Background: an optimization exercise with open tools, aiming at small area and few clock cycles. Do not read the settings as production practice.
Function was checked by simulation only, so behaviour that the tests miss may differ from the original.
Power figures rest on the tool's default switching activity, not on a simulated workload.

$ cat design/flow/flow/run.sh
#!/bin/bash
# Standard layout flow, except that clock tree synthesis inserts no dummy
# loads. Every tool's output goes to a log file in the work folder.
set -o pipefail
cp standard.sh standard_sh.log
export CTS_ARGS="-sink_clustering_enable -repair_clock_nets -dont_use_dummy_load -buf_list sky130_fd_sc_hd__clkbuf_8 -sink_clustering_size 18 -sink_clustering_max_diameter 50"
bash standard.sh > standard.log 2>&1
$ cat design/flow/standard.sh
#!/bin/bash
# synth_recipe.tcl (not shown) runs the flow's synth.tcl, then flattens the netlist and writes it again
# the make line also repeats each setting of config.mk as NAME=value (left out here)
make -C /OpenROAD-flow-scripts/flow DESIGN_CONFIG=/design/flow/config.mk WORK_HOME=/design/flow/orfs CLKGATE_MAP_FILE= SYNTH_SCRIPT=/design/flow/synth_recipe.tcl "${@:-finish}"
$ cat design/flow/config.mk
export PLATFORM = sky130hd
export DESIGN_NAME = memstream_multiblock
export DESIGN_NICKNAME = memstream_multiblock
export VERILOG_FILES = /design/flow/design.v
export SDC_FILE = /design/flow/constraint.sdc
export NUM_CORES = 4
export LEC_CHECK = 0
export ABC_AREA = 1
export CAP_MARGIN = 20
export CORE_MARGIN = 2
export CORE_UTILIZATION = 66
export CTS_BUF_LIST = sky130_fd_sc_hd__clkbuf_8
export CTS_CLUSTER_DIAMETER = 50
export CTS_CLUSTER_SIZE = 18
export PLACE_DENSITY = 0.75
export SLEW_MARGIN = 20
$ cat design/flow/constraint.sdc
create_clock -name core_clock -period 10.0 [get_ports {aclk}]
set_input_delay 2.0000 -clock core_clock [delete_from_list [all_inputs] [get_ports {aclk}]]
set_output_delay 2.0000 -clock core_clock [all_outputs]
set_load 0.01 [all_outputs]
$ cat design/flow/design.v
module mux
#(
    parameter NINPUTS = 1,
	parameter WIDTH = 16
)
(
	input [NINPUTS*WIDTH-1:0] in,
	output [WIDTH-1:0] out,
	input [$clog2(NINPUTS)-1:0] sel
);
assign out = in >> (sel*WIDTH);
endmodule
module ramb18_wf_dualport
#(
    parameter ID = 0,
    parameter DWIDTH = 18,
    parameter AWIDTH = 10,
    parameter DEPTH = 2**AWIDTH,
    parameter MEM_INIT = "",
    parameter RAM_STYLE = "auto"
)
(
	input clk,
	input wea,
    input ena,
    input enqa,
	input [AWIDTH-1:0] addra,
	input [DWIDTH-1:0] wdataa,
	output reg [DWIDTH-1:0] rdqa,
	input web,
    input enb,
    input enqb,
	input [AWIDTH-1:0] addrb,
	input [DWIDTH-1:0] wdatab,
	output reg [DWIDTH-1:0] rdqb
);
reg [DWIDTH-1:0] mem[0:DEPTH-1];
reg [DWIDTH-1:0] rdataa;
reg [DWIDTH-1:0] rdatab;
always @(posedge clk) begin
    if(ena) begin
        if(wea)
            mem[addra] <= wdataa;
        rdataa <= mem[addra];
    end
    if(enqa)
        rdqa <= rdataa;
end
always @(posedge clk) begin
    if(enb) begin
        if(web)
            mem[addrb] <= wdatab;
        rdatab <= mem[addrb];
    end
    if(enqb)
        rdqb <= rdatab;
end
endmodule
module memstream_region
#(
    parameter DEPTH = 64,
    parameter RING = 4,
    parameter LW = 2,
    parameter NR = DEPTH / RING,
    parameter RW = $clog2(NR)
)
(
    input clk,
    input rst,
    input [LW-1:0] g,
    input [8*DEPTH-1:0] words,    
    input afull,
    output tvalid,
    output [7:0] tdata
);
reg afull_q, afull_qq, run;
always @(posedge clk) begin
    afull_q <= afull;
    afull_qq <= afull_q;
    run <= ~rst;
end
assign tvalid = ~afull_qq;
reg [RW-1:0] nk;
reg [LW-1:0] ni;
always @(posedge clk)
    if (~run) begin
        nk <= 0;
        ni <= 0;
    end else if (tvalid) begin
        ni <= ni + 1;
        if (ni == RING-1)
            nk <= (nk == NR-1) ? 0 : nk + 1;
    end
wire [LW-1:0] phi = ni - g;
wire [RW-1:0] nk1 = (nk == NR-1) ? 0 : nk + 1;
wire [RW-1:0] sel = (g < ni) ? nk1 : nk;
reg [7:0] tap;
integer k;
always @* begin
    tap = 8'd0;
    for (k = 0; k < NR; k = k + 1)
        if (sel == k)
            tap = words[8*RING*k +: 8];
end
reg [7:0] dl [0:RING-2];
always @(posedge clk) begin
    dl[0] <= tap;
    for (k = 1; k < RING-1; k = k + 1)
        dl[k] <= dl[k-1];
end
reg [7:0] rd;
always @* begin
    if (nk == 0)
        rd = words[8*phi +: 8] ^ {8{phi[0]}};
    else if (phi == 0)
        rd = tap;
    else
        rd = dl[RING-1-phi];
end
assign tdata = rd;
endmodule
module memstream_multiblock
#(
    parameter CONFIG_EN = 1,
    parameter NSTREAMS = 6,
    parameter MEM_DEPTH = 512,
    parameter MEM_WIDTH = 8,
    parameter MEM_INIT = "./",
    parameter RAM_STYLE = "auto",
	parameter STRM0_WIDTH = 8,
	parameter STRM1_WIDTH = 8,
	parameter STRM2_WIDTH = 8,
	parameter STRM3_WIDTH = 8,
	parameter STRM4_WIDTH = 8,
	parameter STRM5_WIDTH = 8,
	parameter STRM0_DEPTH = 64,
	parameter STRM1_DEPTH = 96,
	parameter STRM2_DEPTH = 80,
	parameter STRM3_DEPTH = 112,
	parameter STRM4_DEPTH = 72,
	parameter STRM5_DEPTH = 88,
	parameter STRM0_OFFSET = 0,
	parameter STRM1_OFFSET = 64,
	parameter STRM2_OFFSET = 160,
	parameter STRM3_OFFSET = 240,
	parameter STRM4_OFFSET = 352,
	parameter STRM5_OFFSET = 424
)
(
    input aclk,
    input aresetn,
	input [31:0] config_address,
	input config_ce,
	input config_we,
	input [31:0] config_d0,
	output [31:0] config_q0,
    input m_axis_0_afull,
    input m_axis_0_tready,
    output m_axis_0_tvalid,
    output [((STRM0_WIDTH+7)/8)*8-1:0] m_axis_0_tdata,
    input m_axis_1_afull,
    input m_axis_1_tready,
    output m_axis_1_tvalid,
    output [((STRM1_WIDTH+7)/8)*8-1:0] m_axis_1_tdata,
    input m_axis_2_afull,
    input m_axis_2_tready,
    output m_axis_2_tvalid,
    output [((STRM2_WIDTH+7)/8)*8-1:0] m_axis_2_tdata,
    input m_axis_3_afull,
    input m_axis_3_tready,
    output m_axis_3_tvalid,
    output [((STRM3_WIDTH+7)/8)*8-1:0] m_axis_3_tdata,
    input m_axis_4_afull,
    input m_axis_4_tready,
    output m_axis_4_tvalid,
    output [((STRM4_WIDTH+7)/8)*8-1:0] m_axis_4_tdata,
    input m_axis_5_afull,
    input m_axis_5_tready,
    output m_axis_5_tvalid,
    output [((STRM5_WIDTH+7)/8)*8-1:0] m_axis_5_tdata
);
localparam RING = 4;
localparam LW = 2;
wire rst = ~aresetn;
reg [LW-1:0] g;
always @(posedge aclk)
    g <= g + 1;
wire we = config_ce & config_we & (config_address[31:9] == 0);
wire [LW-1:0] wpos = config_address[LW-1:0] - g - 2;
wire [RING-1:0] wpos_oh = 1 << wpos;
reg wv, wv_n;
reg [8-LW:0] wr, wr_n;
reg [RING-1:0] wp, wp_n;
reg [7:0] wd, wd_n;
always @(posedge aclk) begin
    wv <= we;
    wv_n <= ~we;
    wr <= config_address[8:LW];
    wr_n <= ~config_address[8:LW];
    wp <= wpos_oh;
    wp_n <= ~wpos_oh;
    wd <= config_d0[7:0];
    wd_n <= ~config_d0[7:0];
end
localparam NRING = MEM_DEPTH / RING;
reg [NRING-1:0] rs, rs_n;
reg [MEM_DEPTH-1:0] en;
reg [7:0] wb [0:RING-1];
integer r, p;
always @* begin
    for (p = 0; p < RING; p = p + 1)
        wb[p] = {8{wp_n[p]}} | (p[0] ? wd : wd_n);
    for (r = 0; r < NRING; r = r + 1) begin
        rs[r] = wv & (wr == r);
        rs_n[r] = wv_n | (wr_n != ~r[8-LW:0]);
        for (p = 0; p < RING; p = p + 1)
            en[r*RING+p] = rs[r] & wp[p];
    end
end
reg [8*MEM_DEPTH-1:0] mem;
always @(posedge aclk)
    for (r = 0; r < NRING; r = r + 1)
        for (p = 0; p < RING; p = p + 1)
            mem[8*(r*RING+p) +: 8] <= ~(({8{rs_n[r]}} | wb[p]) &
                                        ({8{en[r*RING+p]}} | mem[8*(r*RING+(p+1)%RING) +: 8]));
memstream_region #(.DEPTH(STRM0_DEPTH), .RING(RING), .LW(LW)) r0 (
    .clk(aclk), .rst(rst), .g(g), .words(mem[8*STRM0_OFFSET +: 8*STRM0_DEPTH]),
    .afull(m_axis_0_afull), .tvalid(m_axis_0_tvalid), .tdata(m_axis_0_tdata));
memstream_region #(.DEPTH(STRM1_DEPTH), .RING(RING), .LW(LW)) r1 (
    .clk(aclk), .rst(rst), .g(g), .words(mem[8*STRM1_OFFSET +: 8*STRM1_DEPTH]),
    .afull(m_axis_1_afull), .tvalid(m_axis_1_tvalid), .tdata(m_axis_1_tdata));
memstream_region #(.DEPTH(STRM2_DEPTH), .RING(RING), .LW(LW)) r2 (
    .clk(aclk), .rst(rst), .g(g), .words(mem[8*STRM2_OFFSET +: 8*STRM2_DEPTH]),
    .afull(m_axis_2_afull), .tvalid(m_axis_2_tvalid), .tdata(m_axis_2_tdata));
memstream_region #(.DEPTH(STRM3_DEPTH), .RING(RING), .LW(LW)) r3 (
    .clk(aclk), .rst(rst), .g(g), .words(mem[8*STRM3_OFFSET +: 8*STRM3_DEPTH]),
    .afull(m_axis_3_afull), .tvalid(m_axis_3_tvalid), .tdata(m_axis_3_tdata));
memstream_region #(.DEPTH(STRM4_DEPTH), .RING(RING), .LW(LW)) r4 (
    .clk(aclk), .rst(rst), .g(g), .words(mem[8*STRM4_OFFSET +: 8*STRM4_DEPTH]),
    .afull(m_axis_4_afull), .tvalid(m_axis_4_tvalid), .tdata(m_axis_4_tdata));
memstream_region #(.DEPTH(STRM5_DEPTH), .RING(RING), .LW(LW)) r5 (
    .clk(aclk), .rst(rst), .g(g), .words(mem[8*STRM5_OFFSET +: 8*STRM5_DEPTH]),
    .afull(m_axis_5_afull), .tvalid(m_axis_5_tvalid), .tdata(m_axis_5_tdata));
assign config_q0 = 0;
endmodule
==> summary.txt <==
----------------------------------------------------
[Global routing]
  Number of antenna violations at the first check in global routing ... 22
  GRT Util Overall ... 44.0%
  Number of global-route vias before repair ... 103047
  Residual overflow from global routing ... 0
  Wire length of the first global-routing pass ... 681 mm
  Largest net degree at the start of global routing ... 114

[Power]
  Relative contribution of sequential cells to total power ... 62.9%
  P_sw ... 6.98 mW
  Combinational share of power ... 7.5%
  Power density relative to cell area ... 197 mW/mm2
  Static Leak ... 56.3 nW
  Sw Share ... 25.2%
  Worst supply voltage drop on vdd ... 0.174 mV
  Clock network fraction of design power ... 29.6%
  Overall power of the completed layout ... 27.7 mW
  Int Power ... 20.7 mW

[Logic synthesis]
  Number of enable flip-flop cells after synthesis ... 0
  Mux contribution to synthesized area ... 0.0596%
  Cell variety after synth ... 59
  Post-synthesis adder-cell area fraction ... 0.565%
  Mapped cell area ... 0.134 mm2
  Top FF cell, synth ... sky130_fd_sc_hd__dfxtp_1
  Synth Area in Compound Gates ... 21.8%
  Mean instance size in the synthesized netlist ... 10.1 um2
  Sequential-to-total area share from yosys stat ... 64.6%
  Main combinational cell family by area after synthesis ... compound AO/OA/AOI/OAI gates
  Share of flip-flops with an asynchronous set or reset ... 0%
  Number of warnings printed during yosys synthesis ... 14
  Synth Register Bits ... 4336
  Simple-Gate Fraction of Synth Area ... 8.78%
  Share of the synthesized netlist area taken by xor and xnor gates ... 0.0391%
  Count of mapped cells out of synthesis ... 13345

[Clock tree]
  Clock slew at reported path FFs ... 100 ps
  CTS hold repair buffers ... 0
  Clock tree from TritonCTS ... yes
  Post-CTS setup buffer count ... 0
  Latest clock arrival within the worst-skew pair ... 1160 ps
  H-tree depth ... 5
  Max Buffers Root-to-Sink ... 4
  Clock Root Buffer ... sky130_fd_sc_hd__clkbuf_8
  Total of cells resized after clock tree synthesis ... 0
  Inserted Clock Buffers ... 319
  Number of sinks driven by the clock tree ... 4336

[Floorplanning]
  Number of standard-cell rows in the floorplan ... 165
  Number of primary I/O pins ... 166
  Die area ... 0.207 mm2
  Placeable Area ... 0.202 mm2
  Die Span Y ... 455 um
  Initial core utilization ... 66.4%
  Die W ... 455 um

[STA]
  Transition time at the pin with the least slew margin ... 1280 ps
  Unrepaired setup endpoints after global routing ... no
  Max-slew violation count ... 0
  Setup total negative slack ... 0 ps
  Max-slew headroom ... 14.7%
  Minimum hold slack ... 294 ps
  Minimum setup slack in the final design ... 679 ps
  Setup violation total in the final timing report ... 0
  Maximum achievable frequency ... 0.107 GHz
  Post-route clock period utilization ... 93.2%
  Final Hold Fails ... 0
  Final period demand of the worst path ... 9320 ps
  Setup skew after layout ... 115 ps

[Critical path]
  Startpoint type of the worst setup path ... flip-flop
  Worst-path maximum fanout ... 14
  Crit path arrival time ... 7320 ps
  Category of the critical setup timing path ... reg2out
  Kind of end point of the critical path ... output pin
  Critical Path RT ... 8000 ps

[Run]
  Max-cap violations ... 0

[Final layout]
  Layout Nets ... 13051
  Share of final-layout standard cells stronger than drive strength 1 ... 5.52%
  Area overhead of the layout relative to synthesis ... 5.01%
  Number of cells in the finished layout apart from fillers ... 15618

[Route]
  Vias post-DR ... 111598
  Drt first-iter violations ... 16739
  Avg WL per Cell ... 30.5 um
  Detail Route Antenna Nets ... 0
  Residual DRC ... 0
  Wire length after detailed routing ... 477 mm
  Routed vias/inst ... 7.15
  Initial DRT Pass Iterations ... 9

[Placed design]
  Detailed placement HPWL ... 263 mm
  Placed insts ... 15263
  Placer's final routability congestion estimate ... 0.944
  Buffers added on ports ... 103
  Worst slack at placement ... 2300 ps

[Worst hold path]
  Class of the most critical hold timing path ... reg2reg

[Outcome]
  Result of the run ... no timing/DRC/antenna violations

----------------------------------------------------
==> state kept, by name, indices dropped and copies added, names as in the netlist, 7 cells and up <==
name / flops
mem: 4096
r0.dl: 24
r1.dl: 24
r2.dl: 24
r3.dl: 24
r4.dl: 24
r5.dl: 24
wd: 8
wd_n: 8
wr: 7
wr_n: 7
==> layer usage <==
layer  track usage, %  vias to the layer above  part of all wire [%]
met4             25.6                       10                   6.9
li1                 -                    47818                     -
met5                0                        -                 0.018
met3             13.2                     1997                    15
met1             59.6                    53257                    37
met2             62.5                     8516                    41
==> power by group through the flow <==
stage	registers, mW	clock network, mW	logic, mW
final	17.4	8.21	2.07
after global routing	17.5	8.73	2.08
after CTS	17.4	8.12	1.95
after detailed placement	17.8	0	1.94
after global placement	17.8	0	1.93
after floorplan	17.8	0	1.01
==> worst max-delay path, stage by stage (launching register included) <==
cell and delay (ps):
sky130_fd_sc_hd__dfxtp_1 420, sky130_fd_sc_hd__clkinv_2 840, sky130_fd_sc_hd__fa_1 820, sky130_fd_sc_hd__nand2_4 160
sky130_fd_sc_hd__inv_6 60, sky130_fd_sc_hd__nand3_1 80, sky130_fd_sc_hd__nand2_1 120, sky130_fd_sc_hd__nand3_1 350
sky130_fd_sc_hd__nor2_2 150, sky130_fd_sc_hd__nand2_1 90, sky130_fd_sc_hd__nand2_1 70, sky130_fd_sc_hd__nor2_1 180
sky130_fd_sc_hd__nand4_1 190, sky130_fd_sc_hd__nand2_1 160, sky130_fd_sc_hd__nand4_1 110, sky130_fd_sc_hd__nor2_1 180
sky130_fd_sc_hd__nand4_1 190, sky130_fd_sc_hd__nand2_1 120, sky130_fd_sc_hd__nand3_1 70, sky130_fd_sc_hd__nand2_1 90
sky130_fd_sc_hd__nand4_1 170, sky130_fd_sc_hd__nor2_1 300, sky130_fd_sc_hd__nand4_1 150, sky130_fd_sc_hd__nor2_1 260
sky130_fd_sc_hd__nand4_1 140, sky130_fd_sc_hd__nand2_1 100, sky130_fd_sc_hd__nand2_1 50, sky130_fd_sc_hd__clkdlybuf4s50_1 480
==> stage by stage <==
stage	cell area [um2]	util (%)
after CTS	141000	69.7
after global routing	141000	69.7
after global placement	136000	67.5
final	141000	69.8
after detailed placement	136000	67.5
after floorplan	134000	-
==> logic make-up (layout without fill, tap and decap cells) <==
family                   Yosys count  in the layout
other                              1             66
buffers and inverters           1438            974
adder cells (fa/ha/maj)           57             57
AO/OA/AOI/OAI                   4713           4713
XOR/XNOR                           6              6
multiplexers                       8              8
flip-flops                      4336           4336
AND/OR/NAND/NOR                 2786           2786
==> path summary, 6_finish.rpt <==
kind                             startpoint                 to  slack, ps  cells after the start
worst max-delay path                   g[1]  m_axis_3_tdata[0]        680                     27
worst min-delay path            r4.dl[0][0]        r4.dl[1][0]        290                      0
worst max register to register         g[1]        r3.dl[0][0]       4250                     24
worst min register to register  r4.dl[0][0]        r4.dl[1][0]        290                      0
==> final cells by class <==
type / count / area [um2]
Sequential cell: 4336 / 86800
Fill cell: 15279 / 61100
Multi-Input combinational cell: 7602 / 42600
Clock buffer: 319 / 4390
Tap cell: 2672 / 3340
Timing Repair Buffer: 225 / 2150
Inverter: 430 / 1650
Antenna cell: 34 / 85.1
==> Yosys cell counts, types with 50 or more instances <==
| library cell | count | area [um2] |
|---|---|---|
| sky130_fd_sc_hd__dfxtp_1 | 4336 | 86800 |
| sky130_fd_sc_hd__nor3_1 | 59 | 295 |
| sky130_fd_sc_hd__nand3_1 | 187 | 936 |
| sky130_fd_sc_hd__nand2_1 | 1349 | 5060 |
| sky130_fd_sc_hd__nand4_1 | 162 | 1010 |
| sky130_fd_sc_hd__clkbuf_1 | 961 | 3610 |
| sky130_fd_sc_hd__ha_1 | 51 | 638 |
| sky130_fd_sc_hd__nor2_1 | 876 | 3290 |
| sky130_fd_sc_hd__o211ai_1 | 53 | 398 |
| sky130_fd_sc_hd__o21ai_0 | 154 | 771 |
| sky130_fd_sc_hd__inv_1 | 373 | 1400 |
| sky130_fd_sc_hd__o21ai_1 | 52 | 260 |
| sky130_fd_sc_hd__inv_2 | 50 | 188 |
| sky130_fd_sc_hd__a21oi_1 | 257 | 1290 |
| sky130_fd_sc_hd__o22ai_1 | 4104 | 25700 |
==> placed cells by master (no fill, tap or decap), drive strengths merged, types with 5 or more instances in the layout <==
cell | synthesis | final
dfxtp | 4336 | 4336
o22ai | 4104 | 4104
nand2 | 1369 | 1369
nor2 | 925 | 925
inv | 424 | 423
clkbuf | 962 | 319
a21oi | 257 | 257
o21ai | 221 | 221
nand3 | 199 | 199
nand4 | 164 | 164
buf | 46 | 122
clkdlybuf4s50 | 0 | 103
nor3 | 60 | 60
o211ai | 53 | 53
ha | 51 | 51
or2 | 41 | 41
diode | 0 | 34
a22o | 33 | 33
conb | 1 | 32
a221o | 15 | 15
o2111ai | 12 | 12
nor4 | 11 | 11
mux2i | 8 | 8
clkinv | 6 | 7
a221oi | 7 | 7
nor3b | 6 | 6
fa | 6 | 6
and3 | 5 | 5
Testbench counts, summed over its fixed seeds: cycles 1,920.

-- port drivers added, routing unchanged --
Ports are ideal in the flow. The routed layout listed here was re-timed in OpenROAD.
Step 1: set_driving_cell puts a clkbuf_16 on aclk and a buf_2 on each other input, an assumption about the parent block.
Step 2 times the ports against the registers' clock, not the clock port: input delays grow and output delays shrink by t, the midpoint of the rising clock arrivals with the driver on.
Three values: no drivers, after step 1, after step 2; two values: the first two.
t (ns): 1.201
setup slack, ns: 0.679 / 0.591 / 1.792
hold slack, ns: 0.294 / 0.294 / 0.294
worst register clock-pin slew, ns: 0.12 / 0.12
After both steps setup and hold are still met in this run. The setup slack of this run moves by -0.088 ns with the drivers and by +1.113 ns with both steps.
